Context: an optimization exercise on an open-source flow, tuned for small area, a short achievable clock period and few clock cycles. The choices shown serve that exercise and are no tape-out recipe. In this exercise RTL edits were held to simulation tests only and were not proved equivalent to the original. No activity file was given, so power comes from the tool's default toggle rates.

[flow/flow/run.sh]
#!/bin/bash
set -euo pipefail
bash standard.sh SETUP_SLACK_MARGIN=9.4 TNS_END_PERCENT=20 \
    "BUFFER_PORTS_ARGS=-buffer_cell sky130_fd_sc_hd__buf_4" \
    finish > standard_flow.log 2>&1
[flow/standard.sh]
#!/bin/bash
# synth_recipe.tcl (not shown) runs the flow's synth.tcl, then flattens the netlist and writes it again
# the make line also repeats each setting of config.mk as NAME=value (left out here)
make -C /OpenROAD-flow-scripts/flow DESIGN_CONFIG=/design/flow/config.mk WORK_HOME=/design/flow/orfs CLKGATE_MAP_FILE= SYNTH_SCRIPT=/design/flow/synth_recipe.tcl "${@:-finish}"
[flow/config.mk]
export PLATFORM = sky130hd
export DESIGN_NAME = RV32core
export DESIGN_NICKNAME = RV32core
export VERILOG_FILES = /design/flow/design.v
export SDC_FILE = /design/flow/constraint.sdc
export NUM_CORES = 4
export LEC_CHECK = 0
export CAP_MARGIN = 20
export CORE_MARGIN = 2
export CORE_UTILIZATION = 55
export CTS_CLUSTER_DIAMETER = 120
export CTS_CLUSTER_SIZE = 24
export SLEW_MARGIN = 20
[flow/constraint.sdc]
create_clock -name core_clock -period 13.0 [get_ports {clk}]
set_input_delay 2.6000 -clock core_clock [delete_from_list [all_inputs] [get_ports {clk}]]
set_output_delay 2.6000 -clock core_clock [all_outputs]
set_load 0.01 [all_outputs]
[flow/design.v]
`timescale 1ns / 1ps
module  RV32core(
        input clk,                   
        input rst,                   
        output[29:0] imem_addr,      
        input [31:0] imem_data,      
        output[29:0] dmem_addr,      
        output       dmem_we,        
        output[3:0]  dmem_wstrb,     
        output[31:0] dmem_wdata,     
        input [31:0] dmem_rdata      
	);
    reg [29:0] pc;                   
    reg        d_valid;              
    reg [31:0] d_inst;
    reg [29:0] d_pc;
    reg        d_fp;                 
    reg        e_valid;              
    reg [31:0] e_a, e_b, e_c;        
    reg        e_fa, e_fb, e_fc;     
    reg [4:0]  e_sh;                 
    reg        e_fs;                 
    reg [4:0]  e_rd;
    reg        e_wr;                 
    reg [2:0]  e_f3;                 
    reg [2:0]  e_sz;                 
    reg        e_sub;                
    reg        e_sra;                
    reg        e_sgn;                
    reg        e_br, e_pred, e_jalr, e_link, e_load, e_store;
    reg [31:0] m_res;                
    reg [31:0] m_wdata;
    reg [3:0]  m_wstrb;
    reg        m_we;
    reg [4:0]  m_rd;
    reg        m_wr, m_load;
    reg [2:0]  m_f3;
    wire [31:0] wb_val;              
    reg [31:1] rf_v;                 
    reg [31:0] rf [1:31];
    wire [4:0] d_rs1 = d_inst[19:15];
    wire [4:0] d_rs2 = d_inst[24:20];
    reg [31:0] rf_r1, rf_r2;
    integer i;
    always @* begin
        rf_r1 = 32'd0;
        rf_r2 = 32'd0;
        for (i = 1; i < 32; i = i + 1) begin
            rf_r1 = rf_r1 | ({32{d_rs1 == i[4:0] && rf_v[i]}} & rf[i]);
            rf_r2 = rf_r2 | ({32{d_rs2 == i[4:0] && rf_v[i]}} & rf[i]);
        end
    end
    genvar g;
    generate
        for (g = 1; g < 32; g = g + 1) begin : RF
            always @(posedge clk)
                if (m_wr && m_rd == g) rf[g] <= wb_val;
        end
    endgenerate
    always @(posedge clk or posedge rst)
        if (rst) rf_v <= 31'd0;
        else if (m_wr) rf_v <= rf_v | (31'd1 << (m_rd - 5'd1));
    wire [6:0] op = d_inst[6:0];
    wire [2:0] f3 = d_inst[14:12];
    wire [4:0] rd = d_inst[11:7];
    wire is_lui   = op[6:2] == 5'b01101;
    wire is_auipc = op[6:2] == 5'b00101;
    wire is_jal   = op[6:2] == 5'b11011;
    wire is_jalr  = op[6:2] == 5'b11001;
    wire is_br    = op[6:2] == 5'b11000;
    wire is_load  = op[6:2] == 5'b00000;
    wire is_store = op[6:2] == 5'b01000;
    wire is_opi   = op[6:2] == 5'b00100;
    wire is_op    = op[6:2] == 5'b01100;
    wire use1 = ~(is_lui | is_auipc | is_jal);
    wire use2 = is_op | is_br | is_store;
    wire is_shift = (is_op | is_opi) & f3[1:0] == 2'b01;
    wire wr   = ~(is_br | is_store) & (rd != 5'd0);
    wire [31:0] imm_i = {{20{d_inst[31]}}, d_inst[31:20]};
    wire [31:0] imm_s = {{20{d_inst[31]}}, d_inst[31:25], d_inst[11:7]};
    wire [31:0] imm_b = {{20{d_inst[31]}}, d_inst[7], d_inst[30:25], d_inst[11:8], 1'b0};
    wire [31:0] imm_u = {d_inst[31:12], 12'b0};
    wire [31:0] imm_j = {{12{d_inst[31]}}, d_inst[19:12], d_inst[20], d_inst[30:21], 1'b0};
    wire [31:0] imm_pc = d_inst[3] ? imm_j : imm_b;
    wire [29:0] d_tgt  = d_pc + imm_pc[31:2];
    wire [29:0] d_pc1  = d_pc + 30'd1;
    wire bpred = is_br & d_fp;               
    wire pred  = is_jal | bpred;
    wire byp1 = m_wr && m_rd == d_rs1;
    wire byp2 = m_wr && m_rd == d_rs2;
    wire [31:0] rs1v = byp1 ? wb_val : rf_r1;
    wire [31:0] rs2v = byp2 ? wb_val : rf_r2;
    wire f1m = e_valid && e_wr && e_rd == d_rs1;
    wire f2m = e_valid && e_wr && e_rd == d_rs2;
    wire stall = d_valid && e_valid && e_load && e_wr &&
                 ((use1 && e_rd == d_rs1) || (use2 && e_rd == d_rs2));
    wire [31:0] A = e_fa ? m_res : e_a;
    wire [31:0] B = e_fb ? m_res : e_b;
    wire [31:0] C = e_fc ? m_res : e_c;
    wire [4:0]  S = e_fs ? m_res[4:0] : e_sh;
    wire [31:0] Bx  = B ^ {32{e_sub}};
    wire [32:0] sum = {1'b0, A} + {1'b0, Bx} + {32'd0, e_sub};
    wire        eq  = A == B;
    wire        lt  = {A[31] ^ e_sgn, A[30:0]} < {B[31] ^ e_sgn, B[30:0]};
    wire        shl = ~e_f3[2];
    wire [31:0] A_rev;
    generate
        for (g = 0; g < 32; g = g + 1) begin : REV_A
            assign A_rev[g] = A[31 - g];
        end
    endgenerate
    wire [31:0] sh_in = shl ? A_rev : A;
    wire        sh_f  = e_sra & ~shl & A[31];
    wire [31:0] sh_1  = S[0] ? {sh_f,        sh_in[31:1]} : sh_in;
    wire [31:0] sh_2  = S[1] ? {{2{sh_f}},  sh_1[31:2]}  : sh_1;
    wire [31:0] sh_4  = S[2] ? {{4{sh_f}},  sh_2[31:4]}  : sh_2;
    wire [31:0] sh_8  = S[3] ? {{8{sh_f}},  sh_4[31:8]}  : sh_4;
    wire [31:0] sh_r  = S[4] ? {{16{sh_f}}, sh_8[31:16]} : sh_8;
    wire [31:0] sh_out;
    generate
        for (g = 0; g < 32; g = g + 1) begin : REV_S
            assign sh_out[g] = shl ? sh_r[31 - g] : sh_r[g];
        end
    endgenerate
    reg [31:0] alu;
    always @* begin
        case (e_f3)
            3'b000: alu = sum[31:0];
            3'b001: alu = sh_out;
            3'b010: alu = {31'd0, lt};
            3'b011: alu = {31'd0, lt};
            3'b100: alu = A ^ B;
            3'b101: alu = sh_out;
            3'b110: alu = A | B;
            default: alu = A & B;
        endcase
    end
    wire [31:0] e_res = e_link ? C : alu;
    wire taken = (e_f3[2] ? lt : eq) ^ e_f3[0];
    wire        redirect = e_valid && (e_jalr || (e_br && (taken != e_pred)));
    wire [29:0] e_tgt    = e_jalr ? sum[31:2] : C[31:2];
    wire [1:0] ea = sum[1:0];
    wire [3:0] st_strb = e_sz[1:0] == 2'b00 ? (4'b0001 << ea) :
                         e_sz[1:0] == 2'b01 ? (ea[1] ? 4'b1100 : 4'b0011) : 4'b1111;
    wire [31:0] st_data = e_sz[1:0] == 2'b00 ? {4{C[7:0]}} :
                          e_sz[1:0] == 2'b01 ? {2{C[15:0]}} : C;
    wire [1:0]  mo = m_res[1:0];
    wire [7:0]  ld_b = mo[1] ? (mo[0] ? dmem_rdata[31:24] : dmem_rdata[23:16])
                             : (mo[0] ? dmem_rdata[15:8]  : dmem_rdata[7:0]);
    wire [15:0] ld_h = mo[1] ? dmem_rdata[31:16] : dmem_rdata[15:0];
    wire [31:0] ld   = m_f3[1:0] == 2'b00 ? {{24{~m_f3[2] & ld_b[7]}}, ld_b} :
                       m_f3[1:0] == 2'b01 ? {{16{~m_f3[2] & ld_h[15]}}, ld_h} : dmem_rdata;
    assign wb_val     = m_load ? ld : m_res;
    assign imem_addr  = pc;
    assign dmem_addr  = m_res[31:2];
    assign dmem_we    = m_we;
    assign dmem_wstrb = m_wstrb;
    assign dmem_wdata = m_wdata;
    wire d_redirect = d_valid && is_jal && !stall;
    wire        f_bb   = imem_data[6:0] == 7'b1100011 && imem_data[31] &&
                         imem_data[7] && imem_data[30:27] == 4'b1111;
    wire [4:0]  f_off  = {imem_data[26:25], imem_data[11:9]};
    wire [5:0]  f_lo   = {1'b0, pc[4:0]} + {1'b0, f_off};
    wire [24:0] pc_hm1 = pc[29:5] - 25'd1;
    wire        f_fp   = f_bb;
    wire [29:0] f_tgt  = {f_lo[5] ? pc[29:5] : pc_hm1, f_lo[4:0]};
    wire [29:0] pc_nb  = redirect ? e_tgt : stall ? pc : d_redirect ? d_tgt : pc + 30'd1;
    wire        f_take = f_fp && !redirect && !stall && !d_redirect;
    always @(posedge clk or posedge rst) begin
        if (rst) begin
            pc      <= 30'd0;
            d_valid <= 1'b0;
            e_valid <= 1'b0;
            m_we    <= 1'b0;
            m_wr    <= 1'b0;
        end else begin
            pc      <= f_take ? f_tgt : pc_nb;
            d_valid <= !(redirect || d_redirect) && (stall ? d_valid : 1'b1);
            e_valid <= d_valid && !stall && !redirect;
            m_we    <= e_valid && e_store;
            m_wr    <= e_valid && e_wr;
        end
    end
    always @(posedge clk) begin
        if (!stall) begin
            d_inst <= imem_data;
            d_pc   <= pc;
            d_fp   <= f_fp;
        end
        e_a   <= is_auipc ? {d_pc, 2'b00} : (is_lui | is_jal) ? 32'd0 : rs1v;
        e_b   <= is_op | is_br ? rs2v :
                 is_store      ? imm_s :
                 is_lui | is_auipc ? imm_u : imm_i;
        e_c   <= is_store ? rs2v :
                 is_br    ? {(bpred ? d_pc1 : d_tgt), 2'b00} : {d_pc1, 2'b00};
        e_fa  <= f1m & use1;
        e_fb  <= f2m & (is_op | is_br);
        e_fc  <= f2m & is_store;
        e_sh  <= !is_shift ? 5'd0 : is_op ? rs2v[4:0] : d_inst[24:20];
        e_fs  <= f2m & is_op & is_shift;
        e_rd  <= rd;
        e_wr  <= wr;
        e_f3  <= (is_op | is_opi | is_br) ? f3 : 3'b000;
        e_sz  <= f3;
        e_sub <= is_op & d_inst[30] & f3 == 3'b000;
        e_sgn <= is_br ? ~f3[1] : ~f3[0];
        e_sra <= d_inst[30];
        e_br  <= is_br;
        e_pred <= pred;
        e_jalr <= is_jalr;
        e_link <= is_jal | is_jalr;
        e_load <= is_load;
        e_store <= is_store;
        m_res   <= e_res;
        m_wdata <= st_data;
        m_wstrb <= st_strb;
        m_rd    <= e_rd;
        m_load  <= e_load;
        m_f3    <= e_sz;
    end
endmodule
==> results of run 1 <==
critical path: cells and delay by family (launching register included):
kind	cells	cell delay [ns]
AO/OA/AOI/OAI	5	1.28
adder cells (fa/ha/maj)	1	0.27
XOR/XNOR	1	0.13
multiplexers	2	0.60
AND/OR/NAND/NOR	4	0.79
buffers and inverters	4	0.58
flip-flops	1	0.45
timing repair:
item,4_1_cts,5_1_grt
pin swaps,147,83
setup endpoints to repair,1218,1087
gates resized for setup,556,411
gates cloned,49,15
endpoints found under the hold margin,0,0
buffers inserted,203,186
state kept, by name (all words and copies together), names as in the netlist, 3 cells and up:
register  cells
rf          992
e_a          32
e_b          32
e_c          32
m_res        32
m_wdata      32
rf_v         31
d_inst       30
d_pc         30
pc           30
e_rd          5
e_sh          5
m_rd          5
m_wstrb       4
e_f3          3
e_sz          3
m_f3          3
cell type report:
class / count / area, um2
Tap cell: 1612 / 2020
Sequential cell: 1321 / 37500
Inverter: 144 / 558
Clock buffer: 93 / 1770
Multi-Input combinational cell: 3849 / 31000
Fill cell: 8923 / 39500
Clock inverter: 12 / 233
Timing Repair inverter: 6 / 42.5
Timing Repair Buffer: 755 / 7360
Antenna cell: 24 / 60.1
cells by family after synthesis:
logic type | after synthesis
muxes | 229
DFF | 1321
buffers and inverters | 638
AOI/OAI and AO/OA | 1861
adders and majority gates | 167
and+or+nand+nor | 1400
xor gates and xnor gates | 160
placed cells by master (no fill, tap or decap), drive strengths merged, types with 37 or more instances in the layout:
master and instances:
and3 89, nand3 179, a22oi 405, o21ai 237
mux2 54, xor2 58, clkbuf 108, mux2i 147
xnor2 102, ha 164, nor3 114, a21o 39
nor4 37, buf 738, nor2 307, a21oi 279
nand4 129, o22ai 51, dfxtp 203, a211oi 48
dfrtp 65, a221oi 273, inv 144, nand2 370
or2 45, a22o 252, o211ai 40, a222oi 65
edfxtp 1053
layer usage:
metal | GRT usage [%] | share of wire (%) | up-vias
met2 | 73.9 | 38 | 8036
li1 | - | - | 23600
met4 | 50.1 | 12 | 41
met1 | 65.7 | 31 | 30200
met3 | 30.4 | 19 | 2566
met5 | 5.88 | 0.40 | -
power breakdown:
group | leakage [nW] | internal, mW | switching, mW | total (mW)
clock network | 0.955 | 1.01 | 1.48 | 2.49
logic | 15.3 | 2.07 | 3.56 | 5.63
registers | 12.0 | 5.44 | 0.536 | 5.97
total | 28.3 | 8.51 | 5.57 | 14.1
stage by stage:
step	hold slack, ns	worst slack (ns)	cells	instance area (um2)	power [mW]
final	0.348	8.78	7816	80500	14.1
after floorplan	0.310	8.58	5776	66900	7.86
after detailed placement	0.322	7.37	7228	69700	9.71
after global placement	0.316	7.38	7228	69700	9.70
after CTS	0.345	8.93	7585	76700	12.8
after global routing	0.350	8.76	7799	80500	14.2
path summary, 6_finish.rpt:
kind / cells past startpoint / slack, ns / end
max in group asynchronous: 3 / 10.15 / pc[2]
min reg2reg: 0 / 0.35 / m_f3[2]
min: 0 / 0.35 / m_f3[2]
min in group asynchronous: 3 / 2.13 / pc[6]
max: 17 / 8.78 / m_res[22]
max reg2reg: 17 / 8.78 / m_res[22]
==> run notes, run 1 <==
final estimated routing congestion in global placement 1.08; clock latency at the later pin of the worst-skew pair 0.76 ns; Worst Setup Path Type reg2reg; TritonCTS Sinks 1321; start point of the critical path e_fb; normalized max-slew margin 15.9%; net count reported at finish 6376; Starting Density 55.5%; final cycle utilization of the critical path 32.5%; setup repair after global routing missed its margin true; layout overhead on the synthesized area 20.9%; root buf cell clkbuf_16; cell with the most instances after synthesis edfxtp_1; worst r2r src e_fb; IO Count 163; Final Setup Violations 0; sequential cell area fraction in the yosys report 56.0%; power density of the placed cells 175 nW/um2; wire length of the first global-routing pass 481 mm; leading post-synthesis cells by instance count edfxtp_1, a22oi_1, clkbuf_1, nand2_1, nor2_1; count of hold buffers inserted by post-cts repair 0; share of the synthesized area in compound gates (AO/OA/AOI/OAI) 20.5%; via count 64500; count of flip-flops with a built-in enable after synthesis 1053; Final Hold Violating Endpoints 0; Die Area 124000 um2; via count of the first global-routing pass 57100; top area cells in the synthesized netlist edfxtp_1, dfxtp_1, a22oi_1; syn_area_per_cell 11.5 um2; maximum number of pins on one net before global-route repair 66; data arrival time of the worst path 4.81 ns; portion of synthesized cell area occupied by the leading cell type 47.5%; fraction of final layout cells with drive strength greater than 1 26.2%; pin slew with the least headroom to its limit 1.26 ns; nature of the critical path endpoint flop; standard cell core area 120000 um2; sum of negative setup slack 0 ns; Die X 352 um; wire per inst 47.0 um; run status no timing/DRC/antenna violations; clock transition at the registers of the reported paths 0.11 ns; maximum fanout along the worst path 8; library cell appearing most often on the critical path buf_12; static leakage 28.3 nW; main combinational cell family by area after synthesis compound AO/OA/AOI/OAI gates; share of synthesized cell area in full adder, half adder and majority cells 3.17%; number of nets with antenna violations after detailed routing 0; TritonCTS clock tree yes; initial drt markers 15400; routed wire length 367 mm; worst-path cell with the longest stage delay dfxtp_4; Critical Path RT 13.59 ns; Post-Route Skew 0.0659 ns; number of flip-flops and latches in the synthesized netlist 1321; async set-reset flop share out of synthesis 4.92%; number of buffers added by the clock tree synthesis step 66; minimum clock period 4.22 ns; delay of the slowest cell on the worst path 0.45 ns; buffers from clock root to sink, at most 3; post-synthesis instance area 66600 um2; hold path startpoint e_sz[2]; total number of yosys warnings 2; leading register cell type out of synthesis edfxtp_1; max-cap violations 0; Post-Syn Instances 5776; fmax 0.237 GHz; global router's overall resource usage 56.5%; number of buffers inserted by port buffering 162; Worst Hold Class reg2reg; synthesized netlist net count 6009; total number of H-tree levels 3; synthesized-area fraction occupied by xor and xnor cells 2.10%; Post-route DRC 0; Initial DRT Pass Iterations 14; Chip Height 352 um; IR drop worst, VDD 0.167 mV; max-slew violation count 0; count of different cell masters after synthesis 90; CP Cell Sequence buf_12 -> buf_16 -> buf_12 -> mux2i_4 -> buf_6 -> xnor2_2 -> ha_4 -> nand4_1 -> nor2_1 -> a211oi_2 -> o21a_4 -> o22ai_2 -> a311o_1 -> and3b_1 -> or3_4 -> mux2_4 -> a221o_1; utilization after layout 67.1%; ratio of routed vias to standard cells 8.25; half-perimeter wire length of the detailed placement result 210 mm; Remaining Overflow, GRT 0; simple-gate share of the synthesized area 10.2%; mux contribution to synthesized area 4.18%; row count 127; antenna violations before repair 28; startpoint type of the worst setup path flop; leading area contributor after synthesis edfxtp_1
Testbench counts, summed over its fixed seeds: cycles 99,919.
==> run 2: changes to the inputs <==
==> flow/flow/run.sh (replaced) <==
#!/bin/bash
set -euo pipefail
bash standard.sh SETUP_SLACK_MARGIN=9.2 TNS_END_PERCENT=10 \
    "BUFFER_PORTS_ARGS=-buffer_cell sky130_fd_sc_hd__buf_4" \
    "CTS_ARGS=-sink_clustering_enable -repair_clock_nets -sink_clustering_size 24 -sink_clustering_max_diameter 120 -dont_use_dummy_load" \
    finish > standard_flow.log 2>&1
==> run 2 against run 1 <==
Final area fell by 4.3%. First-iteration DRC count rose by 1.4%. Register-to-register slack got worse by 0.04 ns. Clock power fell by 8%. Critical path depth rose by 1. Via count fell by 3.3%. Cell count fell by 3.3%. Sequential share of layout area rose by 2.0 points. Worst hold slack got worse by 0.0089 ns. Synthesized area did not move. Power fell by 7.1%. Flip-flop and latch count did not move. Critical path type unchanged. Critical endpoint is now pc[13]. Largest power group unchanged. Highest routed layer unchanged.
==> run notes, run 2 <==
count of hold buffers inserted by post-cts repair 0 (unchanged); initial drt markers 15600 (+1.4%); global router's overall resource usage 55.0% (-1.4 points); FF-to-FF End pc[13]; count of different cell masters after synthesis 90 (unchanged); IR drop worst, VDD 0.150 mV (-10%); delay of the slowest cell on the worst path 0.70 ns (+0.25 ns); CP Cell Sequence mux2i_4 -> ha_4 -> buf_6 -> inv_2 -> a221oi_4 -> o21bai_2 -> o41ai_2 -> buf_4 -> a2111oi_4 -> buf_4 -> buf_6 -> buf_6 -> o311ai_4 -> buf_6 -> buf_12 -> buf_12 -> nand2_8 -> o31ai_1; cell with the most instances after synthesis edfxtp_1; count of fill cells added during filler insertion 9281 (+4.0%); async set-reset flop share out of synthesis 4.92% (unchanged); Multi-input gate area 30100 um2 (-2.8%); worst r2r src e_a[14]; total number of H-tree levels 3 (unchanged); power density of the placed cells 170 nW/um2 (-2.8%); TritonCTS clock tree yes; register bank with the most flops rf; Cell Count Post-Placement 7221 (-0.097%); setup repair after global routing missed its margin true; startpoint type of the worst setup path flop; sum of negative setup slack 0 ns (unchanged); clock latency at the later pin of the worst-skew pair 0.74 ns (-0.02 ns); Post-Route Skew 0.0977 ns (+0.0318 ns); clock transition at the registers of the reported paths 0.11 ns (about the same); most common cell after layout, fill and taps aside edfxtp_1; max-cap violations 0 (unchanged); number of nets with antenna violations after detailed routing 0 (unchanged); post-layout instance count excluding filler cells 7558 (-3.3%); Worst Setup Path Type reg2reg; Die Area 124000 um2 (unchanged); Critical Path RT 13.56 ns (-0.03 ns); maximum number of pins on one net before global-route repair 66 (unchanged); crit path buf inv count 9 (+5); number of buffers added by the clock tree synthesis step 66 (unchanged); IO Count 163 (unchanged); library cell appearing most often on the critical path buf_6; minimum clock period 4.26 ns (+0.0359 ns); top area cells in the synthesized netlist edfxtp_1, dfxtp_1, a22oi_1; start point of the critical path e_a[14]; final estimated routing congestion in global placement 1.05 (-3.0%); net count reported at finish 6166 (-3.3%); routed wire length 357 mm (-2.9%); number of buffers inserted by port buffering 162 (unchanged); row count 127 (unchanged); Chip Height 352 um (unchanged); data arrival time of the worst path 4.82 ns (about the same); fraction of final layout cells with drive strength greater than 1 21.1% (-5.1 points); path depth of the worst reg2reg path 18 (+1); final cycle utilization of the critical path 32.8% (+0.28 points); root buf cell clkbuf_16; synthesized netlist net count 6009 (unchanged); number of flip-flops and latches in the synthesized netlist 1321 (unchanged); static leakage 26.8 nW (-5.2%); via count 62300 (-3.3%); antenna violations before repair 29 (+3.6%); leading area contributor after synthesis edfxtp_1; sequential cell area fraction in the yosys report 56.0% (unchanged); syn_area_per_cell 11.5 um2 (unchanged); standard cell core area 120000 um2 (unchanged); Starting Density 55.5% (unchanged); normalized max-slew margin 15.4% (-0.47 points); worst-path cell with the longest stage delay dfxtp_1; maximum fanout along the worst path 7 (-1); leading post-synthesis cells by instance count edfxtp_1, a22oi_1, clkbuf_1, nand2_1, nor2_1; Total Power Consumption 13.1 mW (-7.1%); fmax 0.235 GHz (-0.84%); category of cells accounting for the largest share of critical-path delay compound AO/OA/AOI/OAI gates; nature of the critical path endpoint flop; leading register cell type out of synthesis edfxtp_1; utilization after layout 64.2% (-2.9 points); TritonCTS Sinks 1321 (unchanged); Final Hold Violating Endpoints 0 (unchanged); portion of synthesized cell area occupied by the leading cell type 47.5% (unchanged); Remaining Overflow, GRT 0 (unchanged); hold worst-path end m_f3[2]; via count of the first global-routing pass 55700 (-2.4%); run status no timing/DRC/antenna violations; total number of yosys warnings 2 (unchanged); count of flip-flops with a built-in enable after synthesis 1053 (unchanged); half-perimeter wire length of the detailed placement result 207 mm (-1.4%); buffers from clock root to sink, at most 3 (unchanged); Die X 352 um (unchanged); Worst Hold Class reg2reg; layout overhead on the synthesized area 15.6%; flip-flop count of the largest register, all copies and words added 992 (unchanged); pin slew with the least headroom to its limit 1.26 ns (+0.000213 ns); max-slew violation count 0 (unchanged); Final Setup Violations 0 (unchanged); Post-route DRC 0 (unchanged); wire length of the first global-routing pass 469 mm (-2.5%); reg-to-reg setup timing slack 8.74 ns (-0.04 ns); cell depth of the worst hold path 0 (unchanged); Initial DRT Pass Iterations 17 (+3); hold path startpoint e_sz[2]; Post-Syn Instances 5776 (unchanged); most frequent cells in the layout edfxtp_1, buf_4, a22oi_1, nand2_1, nor2_1; post-synthesis instance area 66600 um2 (unchanged); register cell area after layout 37400 um2 (-0.28%); ratio of routed vias to standard cells 8.25 (about the same); wire per inst 47.2 um (+0.42%)
run 2: cell families after synthesis:
group	after synthesis	synth area share (%)
AOI/OAI and AO/OA	1861	20.5
and+or+nand+nor	1400	10.2
DFF	1321	56.0
buffers and inverters	638	3.87
muxes	229	4.18
adders and majority gates	167	3.17
xor gates and xnor gates	160	2.10
run 2: layout make-up:
cell class / count / share of cell area [%]
multi-input cells: 3844 / 39.1
diodes: 15 / 0.0487
inverters: 144 / 0.720
well taps: 1612 / 2.62
clock buffers: 66 / 2.14
flip-flops and latches: 1321 / 48.5
repair buffers: 556 / 6.82
run 2: layer usage:
layer	GRT usage (%)	part of all wire, %
met5	2.15	0.22
met4	46.4	12
met3	29.2	19
met2	73.4	38
met1	64.4	31
run 2: report_power, final:
part           leakage [nW]  internal [mW]  switching (mW)
combinational          14.0           1.58            2.97
clock                 0.813          0.914            1.39
sequential             12.1           5.41           0.824
run 2: how the worst max path moves through the flow:
stage / endpoint / slack (ns) / cells past startpoint
global route: pc[13] / 8.72 / 19
finish: pc[13] / 8.74 / 18
floorplan: rf[24][0] / 8.58 / 3
global placement: pc[18] / 7.37 / 11
detailed placement: pc[18] / 7.42 / 11
CTS: e_sh[1] / 8.84 / 10
run 2: what timing repair did:
action,in CTS,in global routing
pin swaps,91,69
endpoints found under the hold margin,0,0
resized for setup,382,228
buffers inserted,120,76
cloned,38,11
endpoints found under the setup margin,963,798
run 2: metrics by stage:
| step | hold slack (ns) | setup slack [ns] | area (um2) |
|---|---|---|---|
| 2_1_floorplan | 0.310 | 8.58 | 66900 |
| 3_3_place_gp | 0.315 | 7.37 | 69700 |
| 3_5_place_dp | 0.323 | 7.42 | 69700 |
| 4_1_cts | 0.340 | 8.84 | 75000 |
| 5_1_grt | 0.352 | 8.72 | 77000 |
| 6_report | 0.339 | 8.74 | 77000 |
run 2: worst register-to-register path, cell delays in order (launching register included):
cell	delay, ns
dfxtp_1	0.70
mux2i_4	0.18
ha_4	0.35
buf_6	0.11
inv_2	0.04
a221oi_4	0.29
o21bai_2	0.14
o41ai_2	0.37
buf_4	0.21
a2111oi_4	0.08
buf_4	0.17
buf_6	0.11
buf_6	0.12
o311ai_4	0.45
buf_6	0.22
buf_12	0.13
buf_12	0.10
nand2_8	0.06
o31ai_1	0.30
==> run 3: changes to the inputs <==
==> flow/flow/run.sh (replaced) <==
#!/bin/bash
set -euo pipefail
bash standard.sh SETUP_SLACK_MARGIN=9.2 TNS_END_PERCENT=4 \
    "BUFFER_PORTS_ARGS=-buffer_cell sky130_fd_sc_hd__buf_4" \
    "CTS_ARGS=-sink_clustering_enable -repair_clock_nets -sink_clustering_size 24 -sink_clustering_max_diameter 120 -dont_use_dummy_load" \
    finish > standard_flow.log 2>&1
==> run 3 against run 2 <==
Clock skew grew 0.0023 ns. Still clean on timing, DRC and antenna. Global-route usage hardly changed. Via count decreased by 0.13%. Clock-buffer cell count is the same. Combinational power is 3% lower. Power shrank 1.1%. Sequential share of layout area is 0.42 points higher.
==> run notes, run 3 <==
run status no timing/DRC/antenna violations; number of nets with antenna violations after detailed routing 0 (unchanged); utilization after layout 63.6% (-0.56 points); register bank with the most flops rf; startpoint type of the worst setup path flop; most common cell after layout, fill and taps aside edfxtp_1; leading register cell type out of synthesis edfxtp_1; count of different cell masters after synthesis 90 (unchanged); minimum clock period 4.33 ns (+0.0675 ns); total number of yosys warnings 2 (unchanged); Starting Density 55.5% (unchanged); Initial DRT Pass Iterations 14 (-3); global router's overall resource usage 55.0% (about the same); Global Route met1 Usage 64.2% (-0.21 points); TritonCTS clock tree yes; reg-to-reg setup timing slack 8.67 ns (-0.07 ns); pre-CTS setup slack 7.42 ns (unchanged); ratio of routed vias to standard cells 8.28 (+0.43%); count of flip-flops with a built-in enable after synthesis 1053 (unchanged); Final Setup Violations 0 (unchanged); Post-Syn Instances 5776 (unchanged); via count 62300 (-0.13%); global-route track usage on met2 73.7% (+0.32 points); syn_area_per_cell 11.5 um2 (unchanged); async set-reset flop share out of synthesis 4.92% (unchanged); Cell Count Post-Placement 7221 (unchanged); sequential cell area fraction in the yosys report 56.0% (unchanged); Chip Height 352 um (unchanged); CP Cell Sequence and2_0 -> and3_2 -> buf_4 -> a22o_1 -> a221oi_1 -> nand4_1 -> nor3_1 -> a21oi_1 -> o21ai_0 -> nand2_1; Worst Setup Path Type reg2reg; via count of the first global-routing pass 55800 (+0.16%); synthesized netlist net count 6009 (unchanged); normalized max-slew margin 14.7% (-0.71 points); sum of negative setup slack 0 ns (unchanged); most used routing layer in global routing met2; half-perimeter wire length of the detailed placement result 207 mm (unchanged); routed wire length 354 mm (-0.71%); clock latency at the later pin of the worst-skew pair 0.73 ns (about the same); fmax 0.231 GHz (-1.6%); most frequent cells in the layout edfxtp_1, buf_4, a22oi_1, nand2_1, nor2_1; Post-route DRC 0 (unchanged); maximum fanout along the worst path 17 (+10); post-synthesis instance area 66600 um2 (unchanged); FF-to-FF End e_a[19]; IO Count 163 (unchanged); final cycle utilization of the critical path 33.3% (+0.52 points); Global Route met3 Usage 29.1% (-0.11 points); IR drop worst, VDD 0.148 mV (-1.1%); setup repair after global routing missed its margin true; start point of the critical path d_inst[16]; Die Area 124000 um2 (unchanged); Worst Hold Class reg2reg; Critical Path RT 13.59 ns (+0.03 ns); Remaining Overflow, GRT 0 (unchanged); maximum number of pins on one net before global-route repair 66 (unchanged); static leakage 26.5 nW (-1.1%); wire per inst 47.1 um (-0.16%); leading post-synthesis cells by instance count edfxtp_1, a22oi_1, clkbuf_1, nand2_1, nor2_1; number of buffers added by the clock tree synthesis step 66 (unchanged); wire length of the first global-routing pass 469 mm (about the same); power density of the placed cells 170 nW/um2 (-0.27%); TritonCTS Sinks 1321 (unchanged); final estimated routing congestion in global placement 1.05 (unchanged); portion of synthesized cell area occupied by the leading cell type 47.5% (unchanged); max-cap violations 0 (unchanged); worst-path cell with the longest stage delay and3_2; data arrival time of the worst path 4.92 ns (+0.10 ns); delay of the slowest cell on the worst path 0.92 ns (+0.22 ns); total number of H-tree levels 3 (unchanged); number of buffers inserted by port buffering 162 (unchanged); pin slew with the least headroom to its limit 1.27 ns (+0.00782 ns); worst r2r src d_inst[16]; row count 127 (unchanged); antenna violations before repair 27 (-6.9%); flip-flop count of the largest register, all copies and words added 992 (unchanged); final setup slack of the worst path 8.67 ns (-0.0675 ns); nature of the critical path endpoint flop; clock transition at the registers of the reported paths 0.10 ns (about the same); count of hold buffers inserted by post-cts repair 0 (unchanged); max-slew violation count 0 (unchanged); net count reported at finish 6121 (-0.73%); number of flip-flops and latches in the synthesized netlist 1321 (unchanged); cell with the most instances after synthesis edfxtp_1; Die X 352 um (unchanged); Post-Route Skew 0.100 ns (+0.00233 ns); path depth of the worst reg2reg path 10 (-8); buffers from clock root to sink, at most 3 (unchanged); initial drt markers 15500 (-0.75%); layout overhead on the synthesized area 14.6%; standard cell core area 120000 um2 (unchanged); Worst Setup EP e_a[19]; post-layout instance count excluding filler cells 7516 (-0.56%); Final Hold Violating Endpoints 0 (unchanged); root buf cell clkbuf_16; fraction of final layout cells with drive strength greater than 1 20.0% (-1.0 points); top area cells in the synthesized netlist edfxtp_1, dfxtp_1, a22oi_1; leading area contributor after synthesis edfxtp_1
run 3: cell count changes in the layout (fill, tap and decap cells not counted), sizes merged:
| cell | before | now |
|---|---|---|
| clkbuf | 72 | 70 |
| inv | 141 | 142 |
| diode | 15 | 18 |
| mux2 | 50 | 49 |
| nor2 | 307 | 306 |
| bufbuf | 1 | 2 |
| bufinv | 1 | 0 |
| or2 | 46 | 45 |
| buf | 549 | 508 |
run 3: layer usage:
metal  wire length, um  part of all wire [%]
met1            110000                    31
met2            136000                    38
met3             64600                    18
met4             42700                    12
met5               563                  0.16
run 3: worst min-delay path by stage:
| stage | start | to | slack [ns] | depth (start not counted) |
|---|---|---|---|---|
| 4_1_cts | e_sz[2] | m_f3[2] | 0.34 | 0 |
| 3_3_place_gp | e_sz[2] | m_f3[2] | 0.32 | 0 |
| 5_1_grt | e_sz[2] | m_f3[2] | 0.35 | 0 |
| 3_5_place_dp | e_sz[2] | m_f3[2] | 0.32 | 0 |
| 6_report | e_sz[2] | m_f3[2] | 0.34 | 0 |
| 2_1_floorplan | e_sz[2] | m_f3[2] | 0.31 | 0 |
run 3: power by group:
group | switching [mW] | internal (mW)
clock | 1.39 | 0.914
sequential | 0.824 | 5.41
combinational | 2.91 | 1.49
total | 5.12 | 7.82
run 3: cell type report:
class / count / area, um2
Fill cell: 9389 / 43600
Multi-Input combinational cell: 3841 / 29900
Inverter: 144 / 541
Clock buffer: 66 / 1650
Tap cell: 1612 / 2020
Antenna cell: 18 / 45.0
Sequential cell: 1321 / 37400
Timing Repair Buffer: 514 / 4780
run 3: critical path, delay by kind of cell, from the launching register on:
family / cells / cell delay, ns
buffers and inverters: 1 / 0.63
AO/OA/AOI/OAI: 4 / 1.15
flip-flops: 1 / 0.66
AND/OR/NAND/NOR: 5 / 1.76
run 3: cell families after synthesis:
group | Yosys count | share of synthesized area (%)
AOI/OAI and AO/OA | 1861 | 20.5
adders and majority gates | 167 | 3.17
buffers and inverters | 638 | 3.87
muxes | 229 | 4.18
xor gates and xnor gates | 160 | 2.10
and+or+nand+nor | 1400 | 10.2
DFF | 1321 | 56.0
run 3: timing repair:
item / in CTS / in global routing
pin swaps: 89 / 48
resized for setup: 369 / 171
setup endpoints to repair: 963 / 844
cloned: 38 / 4
buffers inserted: 118 / 40
run 3: stage by stage:
step / area [um2] / power (mW) / hold slack, ns
6_report: 76300 / 12.9 / 0.338
5_1_grt: 76300 / 13.1 / 0.352
4_1_cts: 74900 / 12.3 / 0.340
3_5_place_dp: 69700 / 9.71 / 0.323
3_3_place_gp: 69700 / 9.71 / 0.315
2_1_floorplan: 66900 / 7.86 / 0.310

## separate check: timing with driven ports
The results above use ideal ports. As a check the final layouts listed here were re-extracted and re-timed, cells and wires unchanged.
Step 1 sets driving cells, clkbuf_16 on the clock port and buf_2 on the other inputs (assumed; they add their load-dependent delay and slew).
Step 2 times the ports against the registers' clock, not the clock port: input delays grow and output delays shrink by t, the midpoint of the rising clock arrivals with the driver on.
Slacks: ideal ports / drivers / drivers and shift; pairs: ideal ports / drivers.
run | t, ns | slack for setup (ns) | hold WS [ns] | clock arrival spread, ns | worst data-port slew with drivers (ns)
run 1 | 0.810 | 8.778 / 8.778 / 8.196 | 0.348 / 0.348 / 0.348 | 0.069 / 0.069 | 0.07
run 2 | 0.770 | 8.742 / 8.695 / 8.129 | 0.339 / 0.339 / 0.339 | 0.100 / 0.099 | 0.07
run 3 | 0.763 | 8.675 / 8.650 / 8.121 | 0.338 / 0.338 / 0.338 | 0.100 / 0.101 | 0.07
After both steps every run listed still meets setup and hold. For run 2, which loses most, drivers alone change the setup slack by -0.047 ns; drivers and shift together by -0.613 ns.
